This is an optimization exercise on Yosys and OpenROAD, whose aim is small area and a short achievable clock period, not a production implementation.
The RTL was checked by simulation tests, not by an equivalence proof against the original design.
No activity file was given, so power comes from the tool's default toggle rates.

### flow/design.v
module arb_fp #(
    parameter WIDTH=4
)(
    input  [WIDTH-1:0] v_vld,
    input  [WIDTH-1:0] v_priority,
    output [WIDTH-1:0] v_grant
);
    wire [WIDTH*2-1:0] double_vld;
    wire [WIDTH*2-1:0] double_priority;
    wire [WIDTH*2-1:0] double_grant;
    assign double_vld       = {v_vld, v_vld};
    assign double_priority  = double_vld - {{WIDTH{1'b0}},v_priority};
    assign double_grant     = double_vld & (~double_priority);
    assign v_grant          = double_grant[WIDTH*2-1:WIDTH] | double_grant[WIDTH-1:0];
endmodule 
module arb_rr #(
    parameter WIDTH=4
)(
    input               clk,
    input               rst_n,
    input   [WIDTH-1:0] v_vld,
    output  [WIDTH-1:0] v_grant
);
logic [WIDTH-1:0] prio_reg;
logic [WIDTH-1:0] mask_nxt_vld;
logic [WIDTH-1:0] vld_mask;
logic [WIDTH-1:0] mask_grant;
logic [WIDTH-1:0] unmask_nxt_vld;
logic [WIDTH-1:0] unmask_grant;
logic [WIDTH-1:0] unmask_grant_no_mask;
always @(posedge clk or negedge rst_n) begin
    if(~rst_n) begin
        prio_reg <= {WIDTH{1'b1}};
    end else if(|vld_mask) begin 
        prio_reg <= mask_nxt_vld;
    end else if(|v_vld) begin 
        prio_reg <= unmask_nxt_vld;
    end
end
assign vld_mask = v_vld & prio_reg;
assign mask_nxt_vld[0] = 1'b0; 
assign mask_nxt_vld[WIDTH-1:1] = mask_nxt_vld[WIDTH-2:0] | vld_mask[WIDTH-2:0];
assign mask_grant = (~mask_nxt_vld) & vld_mask;
assign unmask_nxt_vld[0] = 1'b0;
assign unmask_nxt_vld[WIDTH-1:1] = unmask_nxt_vld[WIDTH-2:0] |  v_vld[WIDTH-2:0];
assign unmask_grant = (~unmask_nxt_vld) & v_vld;
assign unmask_grant_no_mask = {WIDTH{~(|vld_mask)}} & unmask_grant;
assign v_grant = unmask_grant_no_mask | mask_grant;
endmodule
module tree_plru #(
    parameter WIDTH = 4,
    parameter DEPTH = $clog2(WIDTH)
)(
    input                     clk,
    input                     rst_n,
    input                     alloc_en,
    input        [WIDTH-1:0]  v_alloc,
    output logic [WIDTH-1:0][WIDTH-1:0]  vv_matrix 
);
logic [WIDTH-2:0] node;
genvar i,j;
generate
    for(i=0;i<DEPTH;i=i+1) begin: level_
        for(j=0;j<2**i;j=j+1) begin: offset_
            if(i==DEPTH-1) begin
                always @(posedge clk or negedge rst_n) 
                    if(~rst_n)        node[2**i+j-1] <= 1'b0;
                    else if(alloc_en) node[2**i+j-1] <= (node[2**i+j-1]||v_alloc[2*j])&&~v_alloc[2*j+1];
            end else begin
                always @(posedge clk or negedge rst_n) 
                    if(~rst_n)        node[2**i+j-1] <= 1'b0;    
                    else if(alloc_en) node[2**i+j-1] <= (node[2**i+j-1]||(|v_alloc[j*2**(DEPTH-i)+2**(DEPTH-i-1)-1:j*2**(DEPTH-i)]))&&~(|v_alloc[(j+1)*2**(DEPTH-i)-1:j*2**(DEPTH-i)+2**(DEPTH-i-1)]);
            end
        end 
    end 
endgenerate
genvar k,l;
generate
    for(l=0;l<$clog2(WIDTH);l=l+1) begin: level
        for(k=0;k<2**($clog2(WIDTH)-1-l);k=k+1) begin: offset
            for(i=0;i<2**l;i=i+1) begin: row
                for(j=0;j<2**l;j=j+1) begin: colunm
                        assign vv_matrix[i+k*2**(l+1)][j+2**l+k*2**(l+1)]=node[2**($clog2(WIDTH)-1-l)+k-1];
                end 
            end 
        end
    end
endgenerate
generate
    for(i=0;i<WIDTH;i=i+1) begin: row_ 
        for(j=0;j<WIDTH;j=j+1) begin: column_ 
            if(i>j) begin 
                assign vv_matrix[i][j] = ~vv_matrix[j][i];
            end else if(i==j) begin 
                assign vv_matrix[i][j] = 1'b0;
            end 
        end 
    end 
endgenerate
endmodule
module age_matrix #(
    parameter WIDTH = 4
)(
    input                     clk,
    input                     rst_n,
    input                     alloc_en,
    input        [WIDTH-1:0]  v_alloc,
    output logic [WIDTH-1:0][WIDTH-1:0]  vv_matrix 
);
logic [WIDTH-1:0][WIDTH-1:0] vv_matrix_tmp ;
genvar i,j;
generate
    for(i=0;i<WIDTH;i=i+1) begin: row
        for(j=0;j<WIDTH;j=j+1) begin: column 
            if(i==j) begin 
                assign vv_matrix_tmp[i][j]  = 1'b0;
            end else if(i<j) begin 
                assign vv_matrix_tmp[i][j]  = (v_alloc[j] && alloc_en) ? 1'b0 : ((v_alloc[i] && alloc_en) ? 1'b1 : vv_matrix[i][j]);
            end else begin 
                assign vv_matrix_tmp[i][j]  = ~vv_matrix_tmp[j][i];
            end 
        end
    end 
endgenerate
genvar k;
generate
    for(k=0;k<WIDTH;k=k+1) begin: row_ 
        always @(posedge clk or negedge rst_n) begin 
            if(~rst_n) vv_matrix[k] <= ~({WIDTH{1'b1}} << k);  
            else vv_matrix[k] <= vv_matrix_tmp[k];
        end 
    end 
endgenerate
endmodule
module arb_matrix #(
    parameter WIDTH=4
)(
    input   [WIDTH-1:0][WIDTH-1:0]   vv_matrix ,
    input   [WIDTH-1:0]   v_vld,
    output  [WIDTH-1:0]   v_grant
);
logic [WIDTH-1:0] select_onehot;
genvar i;
generate
    for(i=0;i<WIDTH;i=i+1) begin: select_onehot_
        assign select_onehot[i] =  (~|(v_vld&vv_matrix[i])) && v_vld[i]; 
    end 
endgenerate
assign v_grant = select_onehot;
endmodule
module real_mux_onehot #(
    parameter WIDTH     =4,
    parameter PLD_WIDTH =32
)(
    input  [WIDTH-1:0]       select_onehot,
    input  [WIDTH-1:0][PLD_WIDTH-1:0]   v_pld ,
    output [PLD_WIDTH-1:0]   select_pld
);
logic [PLD_WIDTH-1:0][WIDTH-1:0]       v_pld_rev         ;
logic [PLD_WIDTH-1:0][WIDTH-1:0]       v_pld_rev_select  ; 
logic [PLD_WIDTH-1:0]   pld_rev_select;
genvar i,j;
generate
    for(i=0;i<WIDTH;i=i+1) begin: row
        for(j=0;j<PLD_WIDTH;j=j+1) begin: col 
            assign v_pld_rev[j][i] = v_pld[i][j];
        end 
    end
endgenerate
genvar k;
generate
    for(k=0;k<PLD_WIDTH;k=k+1) begin: PLD_WIDTH_ 
        assign v_pld_rev_select[k] = v_pld_rev[k] & select_onehot;
    end
endgenerate
genvar l;
generate
    for(l=0;l<PLD_WIDTH;l=l+1) begin: select_
        assign pld_rev_select[l] = |v_pld_rev_select[l];
    end 
endgenerate
assign select_pld = pld_rev_select;
endmodule 
module arb_vrp #(
    parameter MODE      = 3,  
    parameter HSK_MODE  = 1,  
    parameter WIDTH     = 4,
    parameter PRIORITY  = {WIDTH{1'b0}},
    parameter PLD_WIDTH = 32
)(
    input                       clk,
    input                       rst_n,
    input   [WIDTH-1:0]         v_vld_s,
    output  [WIDTH-1:0]         v_rdy_s,
    input   [WIDTH-1:0][PLD_WIDTH-1:0]     v_pld_s   ,
    output                      vld_m,
    input                       rdy_m,
    output  [PLD_WIDTH-1:0]     pld_m
);
logic [WIDTH-1:0]       v_grant;
logic [WIDTH-1:0]       v_vld;
logic [WIDTH-1:0]       v_rdy;
logic [PLD_WIDTH-1:0]   m_pld;
logic                   m_vld;
assign v_vld = v_vld_s;
assign v_rdy_s = v_grant & {WIDTH{rdy_m}};
assign m_vld = |v_vld_s;
generate 
    if(HSK_MODE==0) begin
        assign vld_m   = m_vld;
        assign pld_m   = m_pld;
    end else if(HSK_MODE==1) begin 
        logic                   vld_m_r;
        logic [PLD_WIDTH-1:0]   pld_m_r;
        assign vld_m   = vld_m_r;
        assign pld_m   = pld_m_r;
        always @(posedge clk or negedge rst_n) begin 
            if(~rst_n) vld_m_r  <= 1'b0;
            else       vld_m_r  <= m_vld;
        end 
        always @(posedge clk or negedge rst_n) begin 
            if(~rst_n) pld_m_r  <= 1'b0;
            else       pld_m_r  <= m_pld;
        end 
    end else begin 
        assign vld_m   = m_vld;
        assign pld_m   = m_pld;
    end 
endgenerate
real_mux_onehot #(
    .WIDTH(WIDTH),
    .PLD_WIDTH(PLD_WIDTH)
) u_mux (
    .select_onehot(v_grant),
    .v_pld(v_pld_s),
    .select_pld(m_pld)
);
generate
    if(MODE==0) begin 
        arb_fp #(
            .WIDTH(WIDTH)
        ) u_arb (
            .v_vld      (v_vld),
            .v_priority (PRIORITY),
            .v_grant    (v_grant)
        );
    end else if(MODE==1) begin 
        arb_rr #(
            .WIDTH(WIDTH)
        ) u_arb (
            .clk        (clk),
            .rst_n      (rst_n),
            .v_vld      (v_vld),
            .v_grant    (v_grant)
        );
    end else if(MODE==2) begin 
        logic               alloc_en;
        logic [WIDTH-1:0]   v_alloc;
        logic [WIDTH-1:0][WIDTH-1:0]   vv_matrix ;
        assign alloc_en = rdy_m&&vld_m; 
        assign v_alloc  = v_grant;
        age_matrix #(
            .WIDTH(WIDTH)
        ) u_matrix (
            .clk        (clk),
            .rst_n      (rst_n),
            .alloc_en   (alloc_en),
            .v_alloc    (v_alloc),
            .vv_matrix  (vv_matrix)
        );
        arb_matrix #(
            .WIDTH(WIDTH)
        ) u_arb (
            .vv_matrix  (vv_matrix),
            .v_vld      (v_vld),
            .v_grant    (v_grant)
        );
    end else if(MODE==3) begin 
        logic               alloc_en;
        logic [WIDTH-1:0]   v_alloc;
        logic [WIDTH-1:0][WIDTH-1:0]   vv_matrix ;
        assign alloc_en = rdy_m&&vld_m; 
        assign v_alloc  = v_grant;
        tree_plru #(
            .WIDTH(WIDTH)
        ) u_matrix (
            .clk        (clk),
            .rst_n      (rst_n),
            .alloc_en   (alloc_en),
            .v_alloc    (v_alloc),
            .vv_matrix  (vv_matrix)
        );
        arb_matrix #(
            .WIDTH(WIDTH)
        ) u_arb (
            .vv_matrix  (vv_matrix),
            .v_vld      (v_vld),
            .v_grant    (v_grant)
        );
    end else begin 
        arb_rr #(
            .WIDTH(WIDTH)
        ) u_arb (
            .clk        (clk),
            .rst_n      (rst_n),
            .v_vld      (v_vld),
            .v_grant    (v_grant)
        );
    end
endgenerate
endmodule
module arb_vrp_top (
    input               clk,
    input               rst_n,
    input   [31:0]      v_vld_s,
    output  [31:0]      v_rdy_s,
    input   [1023:0]    v_pld_s,
    output              vld_m,
    input               rdy_m,
    output  [31:0]      pld_m
);
logic [31:0][31:0] v_pld_arr;
genvar i;
generate
    for(i=0;i<32;i=i+1) begin: pld_
        assign v_pld_arr[i] = v_pld_s[32*i+31:32*i];
    end
endgenerate
arb_vrp #(
    .MODE       (2),
    .HSK_MODE   (1),
    .WIDTH      (32),
    .PLD_WIDTH  (32)
) u_arb_vrp (
    .clk        (clk),
    .rst_n      (rst_n),
    .v_vld_s    (v_vld_s),
    .v_rdy_s    (v_rdy_s),
    .v_pld_s    (v_pld_arr),
    .vld_m      (vld_m),
    .rdy_m      (rdy_m),
    .pld_m      (pld_m)
);
endmodule
### flow/run.sh
#!/bin/bash
# synth_recipe.tcl (not shown) runs the flow's synth.tcl, then flattens the netlist and writes it again
# the make line also repeats each setting of config.mk as NAME=value (left out here)
make -C /OpenROAD-flow-scripts/flow DESIGN_CONFIG=/design/flow/config.mk WORK_HOME=/design/flow/orfs CLKGATE_MAP_FILE= SYNTH_SCRIPT=/design/flow/synth_recipe.tcl finish
### flow/config.mk
export PLATFORM = sky130hd
export DESIGN_NAME = arb_vrp_top
export DESIGN_NICKNAME = arb_vrp_top
export VERILOG_FILES = /design/flow/design.v
export SDC_FILE = /design/flow/constraint.sdc
export NUM_CORES = 4
export LEC_CHECK = 0
export CAP_MARGIN = 40
export CORE_MARGIN = 2
export CORE_UTILIZATION = 30
export SLEW_MARGIN = 40
### flow/constraint.sdc
create_clock -name core_clock -period 7.0 [get_ports {clk}]
set_input_delay 1.4000 -clock core_clock [delete_from_list [all_inputs] [get_ports {clk}]]
set_output_delay 1.4000 -clock core_clock [all_outputs]
set_load 0.01 [all_outputs]
==> qor.txt, run 1 <==
outcome: timing/DRC/antenna clean
final setup skew: 86.0 ps
top_reg_cell synth: dfrtp_1
Yosys top cell area share: 29.0%
Total Routing Usage GR: 57.4%
worst vdd ir: 222 µV
Iteration-0 DRC Markers: 10.0k
FF-to-FF path depth: 8
Synth Register Bits: 1025
# DRC: 0
Yosys cell types: 41
yosys warns: 2
hold_buf cts: 0
Final Critical Period: 6300 ps
CTS tree: done
dpl hpwl: 368 mm
first-pass GRT wire length: 564 mm
Post-CTS Setup Inserts: 0
post-route ant nets: 0
register-to-register setup slack: 3160 ps
max frequency: 0.159 GHz
placed inst area: 0.0605 mm²
critical path required time: 5600 ps
number of fillers in the final layout: 14.7k
static leakage: 30.2 nW
CP Capture Type: output port
synth cell count leaders: 553 x nand3_1, 529 x dfrtp_1, 496 x dfstp_2
largest family of logic cells by synthesized area: compound AO/OA/AOI/OAI gates
layout cells sized above 1: 21.7%
num ports: 1124
# nets final: 6528
post-DR vias/cell: 6.72
worst slew pin tran: 1050 ps
post-synthesis net count: 5338
Clock Tree Buf Depth: 3
largest cells by area after synthesis: dfrtp_1 29%, dfstp_2 29%, nand3_1 6.1%
Core Box Area: 0.152 mm²
MaxCap Viol Count: 0
busiest layer in global routing: met2
GR Overflow Total: 0
largest area contributor in the synthesized netlist: dfrtp_1
Num CTS Buffers: 115
Critical Path, Cell by Cell: clkdlybuf4s50_1 -> buf_12 -> a22oi_1 -> nand2_1 -> nor4_1 -> and3_1 -> clkdlybuf4s50_1
Routed WL: 461 mm
gpl congestion: 1.15
compound-gate portion of the synthesized area: 19.3%
cell with the most instances after synthesis: nand3_1
Synth Cell Area: 0.0457 mm²
worst hold path depth: 1
Seq/Total Area, Yosys: 57.5%
pins over their slew limit: 0
Gate Count Post-Synth: 4279
Hold Vio Cnt, Final: 0
Starting Density: 30.1%
Simple-Gate Fraction of Synth Area: 14.5%
routed len/inst: 59.0 µm
Tcrit/Tclk final: 89.9%
post-cts resize count: 0
DIE WIDTH: 394 µm
Skew-Pair Late Insertion Delay: 810 ps
row cnt: 143
EDFF count, synth: 0
Port Buf Inserts: 1123
Max transition margin: 28.1%
Die Height: 394 µm
Sink Count: 1025
H-Tree Depth: 3
design area: 0.0653 mm²
post-synthesis adder-cell area fraction: 0%
met1 usage: 65.9%
Post-synth ARST share: 100%
CP max-delay cell: clkdlybuf4s50_1
Hold Crit Class: flip-flop to flip-flop
Critical Path Source Type: input pin
Reg clk slew, reported paths: 60 ps
die area: 0.155 mm²
M2 GR Usage: 73.1%
mux share of post-synthesis cell area: 0%
RSZ-0062 raised after global routing: false
vias in the first global route: 47.6k
Pre-Repair DR Iteration Count: 9
via count: 52.5k
PD cells: 308 mW/mm²
critical path class: input pin to output port
setup violators final: 0
met3 Usage GRT: 40.6%
P&R area growth vs syn: 42.9%
post-synthesis xor/xnor area fraction: 0%
critical-path maximum fanout: 20
largest net degree at the start of global routing: 131
root buffer cell: clkbuf_16
most numerous cell on the critical path: clkdlybuf4s50_1
Avg Inst Size Synth: 10.7 µm²
Setup TNS: 0 ps
initial antenna violation count: 251
Crit path largest cell delay: 820 ps
critical path arrival: 4900 ps
-- stage by stage --
step	total power, mW	util (%)	setup slack, ps	hold WS, ps	std cells
after global placement	12.9	39.9	272	424	7376
after detailed placement	12.9	39.9	830	426	7379
final	20.1	43.1	705	421	7807
after floorplan	9.67	-	2620	406	4279
after global routing	20.2	42.9	840	451	7720
after CTS	19.6	42.7	816	416	7596
-- worst max-delay path by stage --
stage | start | to | slack, ps | depth (start not counted)
final | v_vld_s[31] | v_rdy_s[1] | 700 | 7
after global routing | v_vld_s[23] | v_rdy_s[18] | 840 | 9
after CTS | v_vld_s[23] | v_rdy_s[18] | 820 | 9
after floorplan | v_vld_s[12] | v_rdy_s[31] | 2620 | 9
after detailed placement | v_vld_s[23] | v_rdy_s[18] | 830 | 9
after global placement | v_vld_s[23] | u_arb_vrp.genblk1.genblk1.pld_m_r[12] | 270 | 10
-- cell usage in the layout (no fill, tap or decap), types with 115 or more instances in the layout --
cell type and n:
a221oi_1 126, a22o_1 254, a22oi_1 226, and3_1 165, buf_4 276, clkbuf_16 115
clkdlybuf4s50_1 1113, dfrtp_1 529, dfstp_2 496, diode_2 208, inv_1 477, nand2_1 142
nand3_1 552, nand4_1 162, o21ai_0 268, o21ai_1 174
-- sequential cells by signal, summed over array words and instances, names as in the netlist --
signal and flops:
u_arb_vrp.genblk2.genblk1.genblk1.u_matrix.vv_matrix 992, u_arb_vrp.genblk1.genblk1.pld_m_r 32, u_arb_vrp.genblk1.genblk1.vld_m_r 1
-- report_power, final --
| group | switching [mW] | internal, mW | total, mW |
|---|---|---|---|
| logic | 2.73 | 1.52 | 4.25 |
| registers | 1.43 | 7.62 | 9.05 |
| clock network | 2.91 | 3.88 | 6.79 |
| total | 7.06 | 13.0 | 20.1 |
-- worst max-delay path: cells and delay by family --
kind,cells,cell delay [ps]
buffers and inverters,3,1770
AO/OA/AOI/OAI,1,440
AND/OR/NAND/NOR,3,1230
-- per-layer routing --
metal,vias up,routed length (µm)
met5,-,1160
met4,84,39500
met3,1231,83800
met2,5572,171000
met1,27292,165000
li1,18299,-
-- cells by family (layout without fill, tap and decap cells) --
family | count (synthesis) | count (layout)
compound gates | 1230 | 1230
buf+inv | 864 | 2154
flops | 1025 | 1025
other cells | 0 | 208
simple gates | 1160 | 1160
-- cell type report --
type	count	area [µm²]	share of cell area (%)
Antenna cell	208	520	0.798
Clock buffer	160	3270	5.01
Clock inverter	57	896	1.37
Inverter	496	1860	2.85
Multi-Input combinational cell	2390	15800	24.2
Sequential cell	1025	26300	40.3
Tap cell	2030	2540	3.89
Timing Repair Buffer	1441	14100	21.6
==> run 2, diff against run 1 <==
--- a/flow/design.v
+++ b/flow/design.v
@@ -319,26 +319,65 @@
     input               rdy_m,
     output  [31:0]      pld_m
 );
-logic [31:0][31:0] v_pld_arr;
-genvar i;
+localparam N = 32;
+localparam L = 5;
+localparam W = 32;
+logic [N-1:0][L-1:0] ord_q;
+logic [N-1:0]        v;         
+logic [N-1:0]        ge;        
+logic [N-1:0]        first;     
+logic [L-1:0]        gid;       
+logic                any;
+logic [N-1:0]        grant;
+logic                alloc_en;
+logic                vld_m_r;
+logic [W-1:0]        pld_m_r;
+logic [W-1:0]        pld_nxt;
+genvar p;
 generate
-    for(i=0;i<32;i=i+1) begin: pld_
-        assign v_pld_arr[i] = v_pld_s[32*i+31:32*i];
+    for (p = 0; p < N; p = p + 1) begin: slot
+        assign v[p]  = v_vld_s[ord_q[p]];
+        assign ge[p] = |v[p:0];
+        if (p == 0) begin: f0
+            assign first[p] = v[p];
+        end else begin: fn
+            assign first[p] = v[p] & ~ge[p-1];
+        end
     end
 endgenerate
-arb_vrp #(
-    .MODE       (2),
-    .HSK_MODE   (1),
-    .WIDTH      (32),
-    .PLD_WIDTH  (32)
-) u_arb_vrp (
-    .clk        (clk),
-    .rst_n      (rst_n),
-    .v_vld_s    (v_vld_s),
-    .v_rdy_s    (v_rdy_s),
-    .v_pld_s    (v_pld_arr),
-    .vld_m      (vld_m),
-    .rdy_m      (rdy_m),
-    .pld_m      (pld_m)
-);
+always_comb begin
+    gid = '0;
+    for (int k = 0; k < N; k = k + 1)
+        gid = gid | (ord_q[k] & {L{first[k]}});
+end
+assign any      = |v_vld_s;
+assign grant    = {{(N-1){1'b0}}, any} << gid;
+assign v_rdy_s  = grant & {N{rdy_m}};
+assign alloc_en = rdy_m & vld_m_r & any;
+generate
+    for (p = 0; p < N; p = p + 1) begin: upd
+        always @(posedge clk or negedge rst_n) begin
+            if (~rst_n)
+                ord_q[p] <= L'(p);
+            else if (alloc_en & ge[p])
+                ord_q[p] <= (p == N-1) ? gid : ord_q[(p+1)%N];
+        end
+    end
+endgenerate
+always_comb begin
+    pld_nxt = '0;
+    for (int k = 0; k < N; k = k + 1)
+        pld_nxt = pld_nxt | (v_pld_s[W*k +: W] & {W{grant[k]}});
+end
+always @(posedge clk or negedge rst_n) begin
+    if (~rst_n) begin
+        vld_m_r <= 1'b0;
+        pld_m_r <= '0;
+    end else begin
+        vld_m_r <= any;
+        pld_m_r <= pld_nxt;
+    end
+end
+assign vld_m = vld_m_r;
+assign pld_m = pld_m_r;
 endmodule
==> run 2 against run 1 <==
  * The run now fails in I/O pin placement (3_2_place_iop)
  * Synthesized cell count decreased by 31%
  * Area after synthesis decreased by 43%
==> qor.txt, run 2 <==
outcome: aborted with a tool error (was timing/DRC/antenna clean)
Fail Step: I/O pin placement (3_2_place_iop)
Tool Error: [ERROR PPL-0024] Number of IO pins (1124) exceeds maximum number of available positions (1074). Increase the die perimeter from 1192.78um to 1528.64um.
Synth Register Bits: 193 (was 1025)
Avg Inst Size Synth: 8.77 µm² (was 10.7 µm²)
largest cells by area after synthesis: mux2i_1 12%, dfrtp_1 11%, mux4_2 10% (was dfrtp_1 29%, dfstp_2 29%, nand3_1 6.1%)
Yosys cell types: 97 (was 41)
DIE WIDTH: 298 µm (was 394 µm)
largest area contributor in the synthesized netlist: mux2i_1 (was dfrtp_1)
Yosys top cell area share: 11.6% (was 29.0%)
top_reg_cell synth: dfrtp_1 (unchanged)
Post-synth ARST share: 100% (unchanged)
yosys warns: 1 (was 2)
synth cell count leaders: 321 x a22oi_1, 302 x mux2i_1, 203 x mux2_2 (was 553 x nand3_1, 529 x dfrtp_1, 496 x dfstp_2)
Die Height: 298 µm (was 394 µm)
cell with the most instances after synthesis: a22oi_1 (was nand3_1)
EDFF count, synth: 0 (unchanged)
Gate Count Post-Synth: 2959 (was 4279)
Seq/Total Area, Yosys: 19.0% (was 57.5%)
Synth Cell Area: 0.0260 mm² (was 0.0457 mm²)
post-synthesis net count: 4018 (was 5338)
Starting Density: 30.4% (was 30.1%)
row cnt: 107 (was 143)
## run 2: kinds of logic after synthesis
logic type	share of synthesized area (%)
buffers and inverters	6.65
AO/OA/AOI/OAI	24.8
AND/OR/NAND/NOR	19.0
multiplexers	30.6
flip-flops	19.0
==> run 3, diff against run 2 <==
--- a/flow/design.v
+++ b/flow/design.v
@@ -320,50 +320,38 @@
     output  [31:0]      pld_m
 );
 localparam N = 32;
-localparam L = 5;
 localparam W = 32;
-logic [N-1:0][L-1:0] ord_q;
-logic [N-1:0]        v;         
-logic [N-1:0]        ge;        
-logic [N-1:0]        first;     
-logic [L-1:0]        gid;       
-logic                any;
+logic [N-1:0][N-1:0] blk;       
 logic [N-1:0]        grant;
-logic                alloc_en;
+logic [N-1:0]        alloc;
 logic                vld_m_r;
 logic [W-1:0]        pld_m_r;
 logic [W-1:0]        pld_nxt;
-genvar p;
+logic [N*(N-1)/2-1:0] age_q;    
+function automatic integer tri_idx(input integer a, input integer b);
+    tri_idx = a*N - a*(a+1)/2 + (b-a-1);
+endfunction
+genvar i, j;
 generate
-    for (p = 0; p < N; p = p + 1) begin: slot
-        assign v[p]  = v_vld_s[ord_q[p]];
-        assign ge[p] = |v[p:0];
-        if (p == 0) begin: f0
-            assign first[p] = v[p];
-        end else begin: fn
-            assign first[p] = v[p] & ~ge[p-1];
-        end
-    end
-endgenerate
-always_comb begin
-    gid = '0;
-    for (int k = 0; k < N; k = k + 1)
-        gid = gid | (ord_q[k] & {L{first[k]}});
-end
-assign any      = |v_vld_s;
-assign grant    = {{(N-1){1'b0}}, any} << gid;
-assign v_rdy_s  = grant & {N{rdy_m}};
-assign alloc_en = rdy_m & vld_m_r & any;
-generate
-    for (p = 0; p < N; p = p + 1) begin: upd
-        always @(posedge clk or negedge rst_n) begin
-            if (~rst_n)
-                ord_q[p] <= L'(p);
-            else if (alloc_en & ge[p])
-                ord_q[p] <= (p == N-1) ? gid : ord_q[(p+1)%N];
+    for (i = 0; i < N; i = i + 1) begin: row
+        for (j = 0; j < N; j = j + 1) begin: col
+            if (i == j) begin: d
+                assign blk[i][j] = 1'b0;
+            end else if (i < j) begin: u
+                always @(posedge clk or negedge rst_n) begin
+                    if (~rst_n) age_q[tri_idx(i,j)] <= 1'b0;
+                    else        age_q[tri_idx(i,j)] <= alloc[i] | (age_q[tri_idx(i,j)] & ~alloc[j]);
+                end
+                assign blk[i][j] = age_q[tri_idx(i,j)];
+            end else begin: l
+                assign blk[i][j] = ~age_q[tri_idx(j,i)];
+            end
         end
+        assign grant[i] = v_vld_s[i] & ~|(v_vld_s & blk[i]);
     end
 endgenerate
+assign v_rdy_s = grant & {N{rdy_m}};
+assign alloc   = v_rdy_s & {N{vld_m_r}};
 always_comb begin
     pld_nxt = '0;
     for (int k = 0; k < N; k = k + 1)
@@ -374,7 +362,7 @@
         vld_m_r <= 1'b0;
         pld_m_r <= '0;
     end else begin
-        vld_m_r <= any;
+        vld_m_r <= |v_vld_s;
         pld_m_r <= pld_nxt;
     end
 end
==> flow/flow/run.sh (new file) <==
#!/bin/bash
# Standard ORFS layout with two changes: ports are buffered with buf_1 instead
# of the delay buffer that buffer_ports picks by default, and CTS inserts no
# dummy loads. Make's output goes to flow_make.log; each ORFS step keeps its
# own log under orfs/logs/.
set -uo pipefail
bash standard.sh \
    "BUFFER_PORTS_ARGS=-buffer_cell sky130_fd_sc_hd__buf_1" \
    "CTS_ARGS=-sink_clustering_enable -repair_clock_nets -dont_use_dummy_load" \
    finish > flow_make.log 2>&1
==> flow/standard.sh (new file) <==
#!/bin/bash
# synth_recipe.tcl (not shown) runs the flow's synth.tcl, then flattens the netlist and writes it again
# the make line also repeats each setting of config.mk as NAME=value (left out here)
make -C /OpenROAD-flow-scripts/flow DESIGN_CONFIG=/design/flow/config.mk WORK_HOME=/design/flow/orfs CLKGATE_MAP_FILE= SYNTH_SCRIPT=/design/flow/synth_recipe.tcl "${@:-finish}"
--- a/flow/config.mk
+++ b/flow/config.mk
@@ -6,6 +6,6 @@
 export NUM_CORES = 4
 export LEC_CHECK = 0
 export CAP_MARGIN = 40
-export CORE_MARGIN = 2
-export CORE_UTILIZATION = 30
+export CORE_AREA = 5 5 395 395
+export DIE_AREA = 0 0 400 400
 export SLEW_MARGIN = 40
removed: flow/run.sh
==> run 3 against run 2 <==
  * The run now finishes clean
  * Synthesized cell count rose by 34%
  * Area after synthesis rose by 25%
==> qor.txt, run 3 <==
# DRC: 0
CP Buf/Inv Count: 3
vias in the first global route: 41.1k
Iteration-0 DRC Markers: 8216
P&R area growth vs syn: 29.0%
Total Routing Usage GR: 52.8%
critical path arrival: 4430 ps
Port Buf Inserts: 1123
Skew-Pair Late Insertion Delay: 710 ps
yosys warns: 1 (unchanged)
Largest regs: age_q: 496 flops, pld_m_r: 32 flops, vld_m_r: 1 flops
largest cells by area after synthesis: dfrtp_1 41%, nand2_1 14%, nand3_1 7.0% (was mux2i_1 12%, dfrtp_1 11%, mux4_2 10%)
CTS tree: done
EDFF count, synth: 0 (unchanged)
PD cells: 275 mW/mm²
most frequent cells in the layout: 1233 x nand2_1, 1089 x buf_1, 529 x dfrtp_1
Critical Path Source Type: input pin
Seq/Total Area, Yosys: 40.8% (was 19.0%)
RSZ-0062 raised after global routing: false
largest area contributor in the synthesized netlist: dfrtp_1 (was mux2i_1)
critical path class: input pin to output port
Tcrit/Tclk final: 83.3%
most common cell after layout, fill and taps aside: nand2_1
Synth Register Bits: 529 (was 193)
worst hold start: age_q[475]
# nets final: 6081
layout cells sized above 1: 8.33%
initial antenna violation count: 232
routed len/inst: 60.8 µm
Yosys cell types: 41 (was 97)
via count: 46.5k
CP max-delay cell: inv_2
critical path required time: 5600 ps
hold_buf cts: 0
pins over their slew limit: 0
outcome: timing/DRC/antenna clean (was aborted with a tool error)
Critical Path, Cell by Cell: clkbuf_2 -> inv_2 -> o2111ai_1 -> nor4_4 -> and3_1 -> buf_1
critical-path maximum fanout: 18
placed inst area: 0.0395 mm²
area of the multi-input gates: 0.0177 mm²
max frequency: 0.171 GHz
number of fillers in the final layout: 17.0k
Routed WL: 438 mm
CP Capture Type: output port
final setup skew: 81.7 ps
Max transition margin: 32.3%
Core Box Area: 0.152 mm²
post-DR vias/cell: 6.46
Starting Density: 21.4% (was 30.4%)
Yosys top cell area share: 40.8% (was 11.6%)
die area: 0.160 mm²
Synth Cell Area: 0.0324 mm² (was 0.0260 mm²)
top_reg_cell synth: dfrtp_1 (unchanged)
DIE WIDTH: 400 µm (was 298 µm)
Reg clk slew, reported paths: 60 ps
Gate Count Post-Synth: 3973 (was 2959)
GR Overflow Total: 0
cell with the most instances after synthesis: nand2_1 (was a22oi_1)
Post-synth ARST share: 100% (unchanged)
H-Tree Depth: 3
Biggest register: age_q
Post-CTS Setup Inserts: 0
Register Area: 0.0132 mm²
Setup TNS: 0 ps
post-synthesis net count: 5032 (was 4018)
design area: 0.0418 mm²
worst vdd ir: 186 µV
max FFs per register: 496
dpl hpwl: 356 mm
critical path startpoint: v_vld_s[2]
post-route ant nets: 0
Die Height: 400 µm (was 298 µm)
Hold Vio Cnt, Final: 0
first-pass GRT wire length: 529 mm
reg2reg start: age_q[8]
synth cell count leaders: 1249 x nand2_1, 529 x dfrtp_1, 452 x nand3_1 (was 321 x a22oi_1, 302 x mux2i_1, 203 x mux2_2)
Hold Crit Class: flip-flop to flip-flop
num ports: 1124
row cnt: 143 (was 107)
Num CTS Buffers: 73
MaxCap Viol Count: 0
Top Family by Delay on Critical Path: buffers and inverters
Avg Inst Size Synth: 8.16 µm² (was 8.77 µm²)
static leakage: 19.2 nW
setup violators final: 0
largest net degree at the start of global routing: 112
Final Critical Period: 5830 ps
worst slew pin tran: 1010 ps
Sink Count: 529
post-cts resize count: 0
Crit path largest cell delay: 770 ps
gpl congestion: 1.12
Pre-Repair DR Iteration Count: 8
Clock Tree Buf Depth: 3
root buffer cell: clkbuf_16
==> run 3: cell count changes after synthesis, moves of 111 or more <==
cell       previous run  this run
and3_1               33       144
o2111ai_1             3       143
mux2i_1             302         0
nor2_1              121         0
dfrtp_1             113       529
mux2_2              203         0
nand3_1             151       452
nand2b_1             37       261
mux4_2              115         0
nand2_1             201      1249
a22oi_1             321       185
==> run 3: kinds of logic after synthesis <==
group | count (synthesis) | share of synthesized area [%]
AND/OR/NAND/NOR | 2453 | 36.9
AO/OA/AOI/OAI | 623 | 16.3
buffers and inverters | 368 | 5.99
flip-flops | 529 | 40.8
==> run 3: worst paths after layout <==
kind	endpoint	slack (ps)	depth (start not counted)
worst min register to register	age_q[475]	500	2
worst max-delay path	v_rdy_s[8]	1170	6
worst min-delay path	age_q[475]	500	2
min in group asynchronous	age_q[96]	870	1
max in group asynchronous	age_q[212]	4690	3
worst max register to register	pld_m_r[7]	2960	9
==> run 3: worst min-delay path: cells and delay by family, from the launching register on <==
family / cells / cell delay (ps)
DFF: 1 / 350
and+or+nand+nor: 2 / 110
==> run 3: layout make-up <==
cell class / count / area share (%)
Timing Repair Buffer: 1324 / 14.6
Sequential cell: 529 / 31.6
Tap cell: 2030 / 6.07
Inverter: 18 / 0.162
Multi-Input combinational cell: 3076 / 42.2
Clock buffer: 73 / 4.37
Antenna cell: 154 / 0.921
==> run 3: through the flow <==
step / hold slack, ps / setup slack [ps] / cells / power [mW] / utilization (%)
after floorplan: 453 / 2540 / 3973 / 5.49 / -
after global placement: 479 / 983 / 6970 / 7.84 / 26.0
after detailed placement: 478 / 1420 / 6976 / 7.84 / 26.1
after CTS: 492 / 1450 / 7049 / 11.2 / 27.3
after global routing: 513 / 1410 / 7105 / 11.5 / 27.4
final: 496 / 1170 / 7204 / 11.5 / 27.6
==> run 3: layer usage <==
metal / track usage [%] / vias to the layer above / part of all wire (%)
li1: - / 16509 / -
met1: 62.5 / 24291 / 37
met2: 70.1 / 4623 / 39
met3: 32.6 / 1060 / 16
met4: 34.9 / 56 / 8.3
met5: 0 / - / 0.11
==> run 3: power breakdown <==
group / total, mW / internal, mW / switching, mW
clock: 3.40 / 1.82 / 1.58
sequential: 4.76 / 3.69 / 1.07
combinational: 3.35 / 0.938 / 2.42
==> run 4, diff against run 3 <==
--- a/flow/design.v
+++ b/flow/design.v
@@ -321,16 +321,24 @@
 );
 localparam N = 32;
 localparam W = 32;
-logic [N-1:0][N-1:0] blk;       
-logic [N-1:0]        grant;
-logic [N-1:0]        alloc;
-logic                vld_m_r;
-logic [W-1:0]        pld_m_r;
-logic [W-1:0]        pld_nxt;
-logic [N*(N-1)/2-1:0] age_q;    
+logic [N-1:0][N-1:0]  blk;       
+logic [N-1:0]         blocked;   
+logic [N-1:0]         lower_vld; 
+logic [N-1:0]         grant;
+logic [N-1:0]         alloc;
+logic [N-1:0]         keep;      
+logic                 init_q;
+logic                 vld_m_r;
+logic [W-1:0]         pld_m_r;
+logic [W-1:0]         pld_nxt;
+logic [N*(N-1)/2-1:0] age_q;     
 function automatic integer tri_idx(input integer a, input integer b);
     tri_idx = a*N - a*(a+1)/2 + (b-a-1);
 endfunction
+always @(posedge clk or negedge rst_n) begin
+    if (~rst_n) init_q <= 1'b1;
+    else        init_q <= 1'b0;
+end
 genvar i, j;
 generate
     for (i = 0; i < N; i = i + 1) begin: row
@@ -338,20 +346,25 @@
             if (i == j) begin: d
                 assign blk[i][j] = 1'b0;
             end else if (i < j) begin: u
-                always @(posedge clk or negedge rst_n) begin
-                    if (~rst_n) age_q[tri_idx(i,j)] <= 1'b0;
-                    else        age_q[tri_idx(i,j)] <= alloc[i] | (age_q[tri_idx(i,j)] & ~alloc[j]);
-                end
+                always @(posedge clk)
+                    age_q[tri_idx(i,j)] <= alloc[i] | (age_q[tri_idx(i,j)] & keep[j]);
                 assign blk[i][j] = age_q[tri_idx(i,j)];
             end else begin: l
                 assign blk[i][j] = ~age_q[tri_idx(j,i)];
             end
         end
-        assign grant[i] = v_vld_s[i] & ~|(v_vld_s & blk[i]);
+        assign blocked[i]   = |(v_vld_s & blk[i]);
+        if (i == 0) begin: l0
+            assign lower_vld[i] = 1'b0;
+        end else begin: ln
+            assign lower_vld[i] = |v_vld_s[i-1:0];
+        end
+        assign grant[i] = v_vld_s[i] & (init_q ? ~lower_vld[i] : ~blocked[i]);
     end
 endgenerate
 assign v_rdy_s = grant & {N{rdy_m}};
 assign alloc   = v_rdy_s & {N{vld_m_r}};
+assign keep    = ~(alloc | {N{init_q}});
 always_comb begin
     pld_nxt = '0;
     for (int k = 0; k < N; k = k + 1)
--- a/flow/config.mk
+++ b/flow/config.mk
@@ -8,4 +8,5 @@
 export CAP_MARGIN = 40
 export CORE_AREA = 5 5 395 395
 export DIE_AREA = 0 0 400 400
+export SETUP_SLACK_MARGIN = 2.5
 export SLEW_MARGIN = 40
==> run 4 against run 3 <==
  * Still clean on timing, DRC and antenna
  * Maximum frequency grew 9.5%
  * Utilization rose by 1.9 points
  * Global-route usage decreased by 1.9 points
  * Area after synthesis decreased by 11%
  * Clock skew grew 6.7 ps
  * Via count is 5.5% lower
  * Combinational power fell by 39%
  * Synthesized cell count decreased by 20%
  * Count of clock-buffer cells in the layout is the same
  * Worst hold slack got worse by 38 ps
  * Die area is the same
  * Highest routed layer unchanged
==> qor.txt, run 4 <==
RSZ-0062 raised after global routing: true (was false)
# DRC: 0 (unchanged)
Hold Vio Cnt, Final: 0 (unchanged)
Core Box Area: 0.152 mm² (unchanged)
Hold Crit Class: flip-flop to flip-flop (unchanged)
Clock Tree Buf Depth: 3 (unchanged)
largest area contributor in the synthesized netlist: dfxtp_1 (was dfrtp_1)
Crit path largest cell delay: 550 ps (was 770 ps)
Final Critical Period: 5330 ps (was 5830 ps)
static leakage: 19.9 nW (was 19.2 nW)
die area: 0.160 mm² (unchanged)
routed len/inst: 62.7 µm (was 60.8 µm)
Logic pwr share: 23.4% (was 29.1%)
post-DR vias/cell: 6.44 (was 6.46)
final setup skew: 88.4 ps (was 81.7 ps)
Num CTS Buffers: 73 (unchanged)
DIE WIDTH: 400 µm (unchanged)
Biggest register: age_q (unchanged)
Avg Inst Size Synth: 9.03 µm² (was 8.16 µm²)
MaxCap Viol Count: 0 (unchanged)
Gate Count Post-Synth: 3195 (was 3973)
most common cell after layout, fill and taps aside: buf_1 (was nand2_1)
internal power: 5.59 mW (was 6.45 mW)
Critical Path Source Type: input pin (unchanged)
Starting Density: 19.0% (was 21.4%)
Total Routing Usage GR: 50.8% (was 52.8%)
Yosys top cell area share: 34.4% (was 40.8%)
CP Capture Type: output port (unchanged)
gpl congestion: 1.11 (was 1.12)
Yosys cell types: 75 (was 41)
Routed WL: 429 mm (was 438 mm)
Seq/Total Area, Yosys: 37.4% (was 40.8%)
critical path arrival: 3930 ps (was 4430 ps)
row cnt: 143 (unchanged)
synth cell count leaders: 496 x dfxtp_1, 441 x a21o_1, 374 x a22oi_1 (was 1249 x nand2_1, 529 x dfrtp_1, 452 x nand3_1)
CP max-delay cell: a22oi_2 (was inv_2)
Pre-Repair DR Iteration Count: 12 (was 8)
H-Tree Depth: 3 (unchanged)
yosys warns: 1 (unchanged)
outcome: timing/DRC/antenna clean (unchanged)
Setup TNS: 0 ps (unchanged)
hold_buf cts: 0 (unchanged)
GR Overflow Total: 0 (unchanged)
top_reg_cell synth: dfxtp_1 (was dfrtp_1)
Synth Register Bits: 530 (was 529)
Largest regs: age_q: 496 flops, pld_m_r: 32 flops (was age_q: 496 flops, pld_m_r: 32 flops, vld_m_r: 1 flops)
layout cells sized above 1: 23.2% (was 8.33%)
pre-CTS WS: 825 ps (was 1420 ps)
EDFF count, synth: 0 (unchanged)
met1 usage: 60.0% (was 62.5%)
Die Height: 400 µm (unchanged)
Port Buf Inserts: 1123 (unchanged)
sequential share of power: 37.7% (was 41.3%)
worst slew pin tran: 1000 ps (was 1010 ps)
setup violators final: 0 (unchanged)
cell with the most instances after synthesis: dfxtp_1 (was nand2_1)
pins over their slew limit: 0 (unchanged)
vias in the first global route: 38.3k (was 41.1k)
most frequent cells in the layout: 1058 x buf_1, 496 x dfxtp_1, 441 x a21o_1 (was 1233 x nand2_1, 1089 x buf_1, 529 x dfrtp_1)
via count: 44.0k (was 46.5k)
max frequency: 0.188 GHz (was 0.171 GHz)
largest net degree at the start of global routing: 36 (was 112)
total net switching power: 3.09 mW (was 5.06 mW)
max FFs per register: 496 (unchanged)
met3 Usage GRT: 28.2% (was 32.6%)
largest cells by area after synthesis: dfxtp_1 34%, a21o_1 11%, a22oi_1 9.7% (was dfrtp_1 41%, nand2_1 14%, nand3_1 7.0%)
initial antenna violation count: 228 (was 232)
Critical Path, Cell by Cell: buf_12 -> buf_12 -> a22oi_2 -> o211ai_1 -> nor3_1 -> nand4_1 -> a21oi_4 -> and2_4 -> buf_6 (was clkbuf_2 -> inv_2 -> o2111ai_1 -> nor4_4 -> and3_1 -> buf_1)
critical path class: input pin to output port (unchanged)
critical path required time: 5600 ps (about the same)
most numerous cell on the critical path: buf_12
Final WS setup: 1670 ps (was 1170 ps)
CTS tree: done (unchanged)
Sink Count: 530 (was 529)
Post-synth ARST share: 6.42% (was 100%)
Max transition margin: 33.1% (was 32.3%)
Reg clk slew, reported paths: 60 ps (about the same)
PD cells: 194 mW/mm² (was 275 mW/mm²)
post-route ant nets: 0 (unchanged)
M2 GR Usage: 67.4% (was 70.1%)
clock share of power: 38.8% (was 29.5%)
busiest layer in global routing: met2 (unchanged)
worst vdd ir: 171 µV (was 186 µV)
P&R area growth vs syn: 55.1% (was 29.0%)
num ports: 1124 (unchanged)
# nets final: 5694 (was 6081)
number of fillers in the final layout: 16.5k (was 17.0k)
Iteration-0 DRC Markers: 8138 (was 8216)
Skew-Pair Late Insertion Delay: 740 ps (was 710 ps)
post-synthesis net count: 4254 (was 5032)
Switching Share: 35.6% (was 44.0%)
first-pass GRT wire length: 505 mm (was 529 mm)
Synth Cell Area: 0.0288 mm² (was 0.0324 mm²)
Tcrit/Tclk final: 76.1% (was 83.3%)
dpl hpwl: 339 mm (was 356 mm)
root buffer cell: clkbuf_16 (unchanged)
critical-path maximum fanout: 4 (was 18)
run 4: cell count changes in the layout (fill, tap and decap cells not counted), sizes merged, moves of 60 or more:
cell     before   now
nand2      1250   341
dfrtp       529    33
dfxtp         0   496
a21o          0   441
nand3       452    43
buf        1296  1665
a22oi       185   376
and3        145    25
o2111ai     146    42
a221oi       16   114
o2111a        4    67
nand2b      261   201
run 4: stage by stage:
stage	instances	instance area [µm²]	total power, mW	hold slack [ps]	utilization, %
final	6831	44700	8.68	459	29.5
after global routing	6733	44500	8.65	482	29.3
after CTS	6625	43300	8.44	457	28.6
after detailed placement	6324	36700	4.86	445	24.2
after global placement	6306	36500	4.86	437	24.1
after floorplan	3195	29100	3.72	426	-
run 4: worst paths after layout:
path / from / cells past startpoint / to / slack, ps
min in group asynchronous: rst_n / 2 / vld_m_r / 810
min reg2reg: age_q[246] / 1 / age_q[246] / 460
max in group asynchronous: rst_n / 2 / pld_m_r[11] / 5720
max reg2reg: init_q / 15 / pld_m_r[26] / 2410
min: age_q[246] / 1 / age_q[246] / 460
max: v_vld_s[23] / 9 / v_rdy_s[15] / 1670
run 4: cells by family after synthesis:
family	share of synthesized area, %
AOI/OAI and AO/OA	38.5
DFF	37.4
other	0.0130
and+or+nand+nor	16.8
buffers and inverters	7.32
run 4: power groups by stage:
stage	Sequential (mW)	Combinational, mW	Clock [mW]
2_1_floorplan	3.25	0.472	0
3_3_place_gp	3.33	1.53	0
3_5_place_dp	3.33	1.53	0
4_1_cts	3.26	1.84	3.34
5_1_grt	3.27	1.96	3.43
6_report	3.28	2.03	3.37
run 4: area by class of cell:
| type | instances | area, µm² | area share, % |
|---|---|---|---|
| Antenna cell | 168 | 420 | 0.940 |
| Clock buffer | 73 | 1830 | 4.08 |
| Inverter | 30 | 240 | 0.537 |
| Multi-Input combinational cell | 2313 | 17900 | 40.1 |
| Sequential cell | 530 | 10800 | 24.1 |
| Tap cell | 2030 | 2540 | 5.68 |
| Timing Repair Buffer | 1687 | 11000 | 24.5 |
run 4: worst max-delay path: cells and delay by family:
| kind | cells | cell delay [ps] |
|---|---|---|
| simple gates | 3 | 930 |
| compound gates | 3 | 1240 |
| buf+inv | 3 | 350 |
run 4: repair_timing:
| action | CTS | global route |
|---|---|---|
| buffers inserted | 212 | 36 |
| gates resized for setup | 561 | 139 |
| endpoints found under the setup margin | 279 | 42 |
| cloned | 16 | 1 |
| endpoints found under the hold margin | 0 | 0 |
| pin swaps | 144 | 100 |
run 4: per-layer routing:
layer	vias to the layer above	share of wire (%)
li1	15464	-
met1	22538	37
met2	4687	38
met3	1230	15
met4	64	9.6
met5	-	0.17
==> run 5, diff against run 4 <==
--- a/flow/design.v
+++ b/flow/design.v
@@ -309,6 +309,102 @@
     end
 endgenerate
 endmodule
+module arb_free_u #(parameter K = 8) (
+    input  [K-1:0] nv,       
+    input  [K-1:0] b,        
+    output         y
+);
+assign y = ~|(~nv & ~b);
+endmodule
+module arb_blk_l #(parameter K = 8) (
+    input  [K-1:0] v,        
+    input  [K-1:0] b,        
+    output         y
+);
+assign y = |(v & b);
+endmodule
+module arb_row_fin #(parameter NF = 1, parameter NB = 1) (
+    input  [NF-1:0] fr,      
+    input  [NB-1:0] bl,      
+    input           v,
+    input           en,
+    output          y
+);
+assign y = en & v & &fr & ~|bl;
+endmodule
+module arb_row_fin_g #(parameter NF = 1, parameter NB = 1) (
+    input  [NF-1:0] fr,
+    input  [NB-1:0] bl,
+    input           v,
+    output          y
+);
+assign y = v & &fr & ~|bl;
+endmodule
+module arb_row_fin_f #(parameter NF = 1) (
+    input  [NF-1:0] fr,
+    input           v,
+    input           en,
+    output          y
+);
+assign y = en & v & &fr;
+endmodule
+module arb_row_fin_gf #(parameter NF = 1) (
+    input  [NF-1:0] fr,
+    input           v,
+    output          y
+);
+assign y = v & &fr;
+endmodule
+module arb_row_fin_b #(parameter NB = 1) (
+    input  [NB-1:0] bl,
+    input           v,
+    input           en,
+    output          y
+);
+assign y = en & v & ~|bl;
+endmodule
+module arb_row_fin_gb #(parameter NB = 1) (
+    input  [NB-1:0] bl,
+    input           v,
+    output          y
+);
+assign y = v & ~|bl;
+endmodule
+module arb_ao3n (
+    input  [2:0] s,
+    input  [2:0] d,
+    output       yn
+);
+assign yn = ~|(s & d);
+endmodule
+module arb_ao2n (
+    input  [1:0] s,
+    input  [1:0] d,
+    output       yn
+);
+assign yn = ~|(s & d);
+endmodule
+module arb_nand_n #(parameter K = 11) (
+    input  [K-1:0] xn,
+    output         y
+);
+assign y = ~&xn;
+endmodule
+module arb_mux_bit (
+    input  [31:0] s,
+    input  [31:0] d,
+    output        y
+);
+logic [10:0] gn;
+genvar g;
+generate
+    for (g = 0; g < 10; g = g + 1) begin: g3
+        arb_ao3n u (.s(s[3*g +: 3]), .d(d[3*g +: 3]), .yn(gn[g]));
+    end
+endgenerate
+arb_ao2n u_last (.s(s[31:30]), .d(d[31:30]), .yn(gn[10]));
+arb_nand_n #(.K(11)) u_or (.xn(gn), .y(y));
+endmodule
 module arb_vrp_top (
     input               clk,
     input               rst_n,
@@ -321,55 +417,89 @@
 );
 localparam N = 32;
 localparam W = 32;
-logic [N-1:0][N-1:0]  blk;       
-logic [N-1:0]         blocked;   
-logic [N-1:0]         lower_vld; 
+localparam G = 8;                
+localparam T = N*(N-1)/2;
 logic [N-1:0]         grant;
 logic [N-1:0]         alloc;
-logic [N-1:0]         keep;      
-logic                 init_q;
+logic [N-1:0]         nv;        
+logic                 alloc_en;
+logic                 run_q;
 logic                 vld_m_r;
 logic [W-1:0]         pld_m_r;
 logic [W-1:0]         pld_nxt;
-logic [N*(N-1)/2-1:0] age_q;     
+logic [T-1:0]         age_q;     
+logic [T-1:0]         blk_n;     
 function automatic integer tri_idx(input integer a, input integer b);
     tri_idx = a*N - a*(a+1)/2 + (b-a-1);
 endfunction
 always @(posedge clk or negedge rst_n) begin
-    if (~rst_n) init_q <= 1'b1;
-    else        init_q <= 1'b0;
+    if (~rst_n) run_q <= 1'b0;
+    else        run_q <= 1'b1;
 end
-genvar i, j;
+assign nv       = ~v_vld_s;
+assign blk_n    = ~(age_q & {T{run_q}});
+assign alloc_en = rdy_m & vld_m_r;
+assign alloc    = grant & {N{alloc_en}};
+genvar i, j, g;
 generate
     for (i = 0; i < N; i = i + 1) begin: row
-        for (j = 0; j < N; j = j + 1) begin: col
-            if (i == j) begin: d
-                assign blk[i][j] = 1'b0;
-            end else if (i < j) begin: u
-                always @(posedge clk)
-                    age_q[tri_idx(i,j)] <= alloc[i] | (age_q[tri_idx(i,j)] & keep[j]);
-                assign blk[i][j] = age_q[tri_idx(i,j)];
-            end else begin: l
-                assign blk[i][j] = ~age_q[tri_idx(j,i)];
-            end
-        end
-        assign blocked[i]   = |(v_vld_s & blk[i]);
-        if (i == 0) begin: l0
-            assign lower_vld[i] = 1'b0;
-        end else begin: ln
-            assign lower_vld[i] = |v_vld_s[i-1:0];
+        localparam integer NUT = N-1-i;              
+        localparam integer NLT = i;                  
+        localparam integer NUG = (NUT + G - 1) / G;
+        localparam integer NLG = (NLT + G - 1) / G;
+        for (j = i + 1; j < N; j = j + 1) begin: col
+            always @(posedge clk)
+                age_q[tri_idx(i,j)] <= alloc[i] | (~blk_n[tri_idx(i,j)] & ~alloc[j]);
+        end
+        logic [NUT:0] ua, ub;    
+        logic [NLT:0] la, lb;
+        for (j = i + 1; j < N; j = j + 1) begin: ut
+            assign ua[j-i-1] = nv[j];
+            assign ub[j-i-1] = blk_n[tri_idx(i,j)];
+        end
+        for (j = 0; j < i; j = j + 1) begin: lt
+            assign la[j] = v_vld_s[j];
+            assign lb[j] = blk_n[tri_idx(j,i)];
+        end
+        assign ua[NUT] = 1'b1;
+        assign ub[NUT] = 1'b1;
+        assign la[NLT] = 1'b0;
+        assign lb[NLT] = 1'b0;
+        logic [NUG:0] fr;
+        logic [NLG:0] bl;
+        for (g = 0; g < NUG; g = g + 1) begin: ug
+            localparam integer K = (NUT - G*g < G) ? NUT - G*g : G;
+            arb_free_u #(.K(K)) u (.nv(ua[G*g +: K]), .b(ub[G*g +: K]), .y(fr[g]));
+        end
+        for (g = 0; g < NLG; g = g + 1) begin: lg
+            localparam integer K = (NLT - G*g < G) ? NLT - G*g : G;
+            arb_blk_l #(.K(K)) u (.v(la[G*g +: K]), .b(lb[G*g +: K]), .y(bl[g]));
+        end
+        assign fr[NUG] = 1'b1;
+        assign bl[NLG] = 1'b0;
+        if (i == 0) begin: f0
+            arb_row_fin_gf #(.NF(NUG)) u_g (.fr(fr[NUG-1:0]), .v(v_vld_s[i]), .y(grant[i]));
+            arb_row_fin_f  #(.NF(NUG)) u_r (.fr(fr[NUG-1:0]), .v(v_vld_s[i]), .en(rdy_m), .y(v_rdy_s[i]));
+        end else if (i == N-1) begin: fl
+            arb_row_fin_gb #(.NB(NLG)) u_g (.bl(bl[NLG-1:0]), .v(v_vld_s[i]), .y(grant[i]));
+            arb_row_fin_b  #(.NB(NLG)) u_r (.bl(bl[NLG-1:0]), .v(v_vld_s[i]), .en(rdy_m), .y(v_rdy_s[i]));
+        end else begin: fm
+            arb_row_fin_g #(.NF(NUG), .NB(NLG)) u_g (.fr(fr[NUG-1:0]), .bl(bl[NLG-1:0]),
+                                                     .v(v_vld_s[i]), .y(grant[i]));
+            arb_row_fin   #(.NF(NUG), .NB(NLG)) u_r (.fr(fr[NUG-1:0]), .bl(bl[NLG-1:0]),
+                                                     .v(v_vld_s[i]), .en(rdy_m), .y(v_rdy_s[i]));
         end
-        assign grant[i] = v_vld_s[i] & (init_q ? ~lower_vld[i] : ~blocked[i]);
     end
 endgenerate
-assign v_rdy_s = grant & {N{rdy_m}};
-assign alloc   = v_rdy_s & {N{vld_m_r}};
-assign keep    = ~(alloc | {N{init_q}});
-always_comb begin
-    pld_nxt = '0;
-    for (int k = 0; k < N; k = k + 1)
-        pld_nxt = pld_nxt | (v_pld_s[W*k +: W] & {W{grant[k]}});
-end
+generate
+    for (g = 0; g < W; g = g + 1) begin: mux
+        logic [N-1:0] d;
+        for (j = 0; j < N; j = j + 1) begin: in
+            assign d[j] = v_pld_s[W*j + g];
+        end
+        arb_mux_bit u (.s(grant), .d(d), .y(pld_nxt[g]));
+    end
+endgenerate
 always @(posedge clk or negedge rst_n) begin
     if (~rst_n) begin
         vld_m_r <= 1'b0;
--- a/flow/config.mk
+++ b/flow/config.mk
@@ -8,5 +8,7 @@
 export CAP_MARGIN = 40
 export CORE_AREA = 5 5 395 395
 export DIE_AREA = 0 0 400 400
-export SETUP_SLACK_MARGIN = 2.5
+export SETUP_SLACK_MARGIN = 2.0
 export SLEW_MARGIN = 40
+export SYNTH_HIERARCHICAL = 1
+export SYNTH_MINIMUM_KEEP_SIZE = 0
==> run 5 against run 4 <==
  * Clock skew down 6.0 ps
  * Highest routed layer unchanged
  * Utilization down 5.1 points
  * Setup slack better by 200 ps
  * Global-route usage down 21 points
  * Sequential cell count unchanged
  * Power down 8.9%
  * Critical path depth down 2
  * Clock power down about 20%
  * Design area down 17%
==> qor.txt, run 5 <==
outcome: timing/DRC/antenna clean (unchanged)
Hold Vio Cnt, Final: 0 (unchanged)
number of fillers in the final layout: 16.8k (was 16.5k)
total net switching power: 2.62 mW (was 3.09 mW)
MaxCap Viol Count: 0 (unchanged)
first-pass GRT wire length: 324 mm (was 505 mm)
row cnt: 143 (unchanged)
root buffer cell: clkbuf_16 (unchanged)
die area: 0.160 mm² (unchanged)
Gate Count Post-Synth: 3052 (was 3195)
EDFF count, synth: 0 (unchanged)
Port Buf Inserts: 1123 (unchanged)
# DRC: 0 (unchanged)
M2 GR Usage: 45.0% (was 67.4%)
post-route ant nets: 0 (unchanged)
worst hold path depth: 2 (was 1)
critical path required time: 5600 ps (about the same)
Post-synth ARST share: 6.42% (unchanged)
post-synthesis net count: 4111 (was 4254)
layout cells sized above 1: 13.1% (was 23.2%)
CTS tree: done (unchanged)
critical path depth: 7 (was 9)
pre-CTS WS: 1320 ps (was 825 ps)
initial antenna violation count: 119 (was 228)
dpl hpwl: 209 mm (was 339 mm)
Yosys top cell area share: 37.3% (was 34.4%)
Synth Cell Area: 0.0266 mm² (was 0.0288 mm²)
via count: 39.1k (was 44.0k)
Logic pwr share: 22.8% (was 23.4%)
Max transition margin: 34.1% (was 33.1%)
num ports: 1124 (unchanged)
worst vdd ir: 199 µV (was 171 µV)
Skew-Pair Late Insertion Delay: 670 ps (was 740 ps)
final setup skew: 82.4 ps (was 88.4 ps)
sequential share of power: 43.3% (was 37.7%)
H-Tree Depth: 2 (was 3)
Starting Density: 17.5% (was 19.0%)
max FFs per register: 496 (unchanged)
Crit path largest cell delay: 690 ps (was 550 ps)
CP Buf/Inv Count: 3 (unchanged)
gpl congestion: 1.22 (was 1.11)
Pre-Repair DR Iteration Count: 17 (was 12)
post-DR vias/cell: 6.04 (was 6.44)
max frequency: 0.195 GHz (was 0.188 GHz)
worst slew pin tran: 989 ps (was 1000 ps)
top_reg_cell synth: dfxtp_1 (unchanged)
static leakage: 12.7 nW (was 19.9 nW)
cell with the most instances after synthesis: nand2_1 (was dfxtp_1)
largest net degree at the start of global routing: 120 (was 36)
Synth Register Bits: 530 (unchanged)
Final Critical Period: 5130 ps (was 5330 ps)
Die Height: 400 µm (unchanged)
internal power: 5.30 mW (was 5.59 mW)
# nets final: 5438 (was 5694)
Top Family by Delay on Critical Path: simple AND/OR/NAND/NOR gates (was compound AO/OA/AOI/OAI gates)
met3 Usage GRT: 15.5% (was 28.2%)
Core Box Area: 0.152 mm² (unchanged)
Final Util: 24.4% (was 29.5%)
Critical Path, Cell by Cell: buf_2 -> buf_6 -> a22oi_1 -> nand4_1 -> or4b_1 -> nor3_4 -> buf_2 (was buf_12 -> buf_12 -> a22oi_2 -> o211ai_1 -> nor3_1 -> nand4_1 -> a21oi_4 -> and2_4 -> buf_6)
critical path arrival: 3730 ps (was 3930 ps)
most frequent cells in the layout: 1107 x buf_1, 552 x nand2_1, 496 x dfxtp_1 (was 1058 x buf_1, 496 x dfxtp_1, 441 x a21o_1)
P&R area growth vs syn: 39.0% (was 55.1%)
RSZ-0062 raised after global routing: true (unchanged)
Tcrit/Tclk final: 73.3% (was 76.1%)
critical path class: input pin to output port (unchanged)
Avg Inst Size Synth: 8.71 µm² (was 9.03 µm²)
setup violators final: 0 (unchanged)
most numerous cell on the critical path: buf_2 (was buf_12)
met1 usage: 35.4% (was 60.0%)
Reg clk slew, reported paths: 60 ps (about the same)
synth cell count leaders: 553 x nand2_1, 496 x dfxtp_1, 480 x o21ai_0 (was 496 x dfxtp_1, 441 x a21o_1, 374 x a22oi_1)
hold_ws: 510 ps (was 459 ps)
yosys warns: 7 (was 1)
Final WS setup: 1870 ps (was 1670 ps)
Iteration-0 DRC Markers: 8604 (was 8138)
largest cells by area after synthesis: dfxtp_1 37%, a222oi_1 12%, o21ai_0 9.0% (was dfxtp_1 34%, a21o_1 11%, a22oi_1 9.7%)
hold_buf cts: 0 (unchanged)
CP Capture Type: output port (unchanged)
vias in the first global route: 34.2k (was 38.3k)
Final Power: 7.91 mW (was 8.68 mW)
DIE WIDTH: 400 µm (unchanged)
critical-path maximum fanout: 20 (was 4)
Clock Tree Buf Depth: 3 (unchanged)
PD cells: 214 mW/mm² (was 194 mW/mm²)
Total Routing Usage GR: 30.0% (was 50.8%)
most common cell after layout, fill and taps aside: buf_1 (unchanged)
GR Overflow Total: 0 (unchanged)
pins over their slew limit: 0 (unchanged)
FF-to-FF path depth: 10 (was 15)
busiest layer in global routing: met2 (unchanged)
Biggest register: age_q (unchanged)
Setup TNS: 0 ps (unchanged)
Yosys cell types: 44 (was 75)
Largest regs: age_q: 496 flops, pld_m_r: 32 flops (unchanged)
clock share of power: 33.9% (was 38.8%)
Routed WL: 259 mm (was 429 mm)
Hold Crit Class: flip-flop to flip-flop (unchanged)
Sink Count: 530 (unchanged)
Critical Path Source Type: input pin (unchanged)
routed len/inst: 40.0 µm (was 62.7 µm)
Switching Share: 33.1% (was 35.6%)
Seq/Total Area, Yosys: 40.5% (was 37.4%)
Num CTS Buffers: 57 (was 73)
CP max-delay cell: or4b_1 (was a22oi_2)
largest area contributor in the synthesized netlist: dfxtp_1 (unchanged)
## run 5: cell types whose count changed in the layout (fill, tap and decap cells not counted), moves of 115 or more
cell	previous run	this run
o22ai_1	24	236
a21o_1	441	0
nand2_1	315	552
a22o_1	119	4
o21ai_0	30	480
buf_4	363	220
nand2b_1	177	1
a222oi_1	28	332
## run 5: Yosys stat by module, one instance, submodules excluded, excerpt
module | flops+latches | cells | times used | area, µm²
arb_ao2n | 0 | 1 | 32 | 12.5
arb_ao3n | 0 | 1 | 320 | 10.0
arb_vrp_top | 530 | 1772 | 1 | 16500
## run 5: what timing repair did
action	CTS	global route
setup endpoints to repair	34	28
setup buffers	22	15
resized for setup	57	24
pin swaps	5	7
## run 5: power by group through the flow
stage	clock network (mW)	logic, mW	registers (mW)
2_1_floorplan	0	0.666	3.46
3_3_place_gp	0	1.68	3.49
3_5_place_dp	0	1.70	3.49
4_1_cts	2.66	1.74	3.42
5_1_grt	2.77	1.88	3.44
6_report	2.68	1.81	3.42
## run 5: cells by family (layout without fill, tap and decap cells)
logic type             Yosys count  after routing  share of synthesized area (%)
DFF                            530            530                           40.5
and+or+nand+nor               1012           1012                           20.5
AOI/OAI and AO/OA             1328           1328                           35.5
buffers and inverters          181           1506                           3.42
other                            1             61                         0.0141
## run 5: per-stage QoR
| stage | instance area (µm²) | std cells |
|---|---|---|
| finish | 37000 | 6467 |
| global route | 36900 | 6429 |
| CTS | 36500 | 6380 |
| detailed placement | 34600 | 6301 |
| global placement | 34300 | 6257 |
| floorplan | 26600 | 3052 |
## run 5: worst min-delay path: cells and delay by family, from the launching register on
kind	cells	cell delay (ps)
AND/OR/NAND/NOR	1	90
flip-flops	1	290
AO/OA/AOI/OAI	1	70
## run 5: final timing paths
check | endpoint | slack, ps | startpoint
setup / recovery | v_rdy_s[27] | 1870 | v_vld_s[5]
hold / removal | age_q[88] | 510 | age_q[88]
setup reg to reg | age_q[170] | 2330 | run_q
hold reg to reg | age_q[88] | 510 | age_q[88]
max in group asynchronous | run_q | 5430 | rst_n
min in group asynchronous | pld_m_r[11] | 940 | rst_n
## run 5: area by class of cell
class | count | area, µm² | area share, %
antenna | 60 | 150 | 0.406
tap | 2030 | 2540 | 6.87
timing repair buffer | 1414 | 6560 | 17.8
sequential | 530 | 10800 | 29.2
inverter | 35 | 200 | 0.542
multi-input combinational | 2341 | 15300 | 41.4
clock buffer | 57 | 1430 | 3.86
## run 5: per-layer routing
metal / up-vias / share of wire, %
met2: 3922 / 42
met3: 787 / 16
met5: - / 0.29
met1: 18980 / 35
li1: 15319 / -
met4: 66 / 6.2

what the ideal ports hide:
The results above use ideal ports. As a check the final layouts listed here were re-extracted and re-timed, cells and wires unchanged.
Step 1, drivers: a clkbuf_16 drives clk and a buf_2 each remaining input, both assumed.
Step 2, shift: input delay + t, output delay - t, t = (earliest + latest rising clock arrival at the registers) / 2. This alone moves slack from input paths to output paths.
a / b / c = ideal / step 1 / step 2; a / b = the first two.
run	shift t [ns]	setup WS [ns]	hold WS [ns]	cell pins on the clock port's net
run 1	0.860	0.705 / 0.682 / 0.682	0.421 / 0.421 / 0.421	1
run 3	0.751	1.166 / 1.139 / 1.139	0.496 / 0.496 / 0.496	1
run 4	0.787	1.670 / 1.616 / 1.504	0.459 / 0.459 / 0.459	1
run 5	0.704	1.868 / 1.796 / 1.173	0.510 / 0.510 / 0.510	1
After both steps setup and hold are still met in every run listed. For run 5, which loses most, drivers alone change the setup slack by -0.072 ns; drivers and shift together by -0.695 ns.
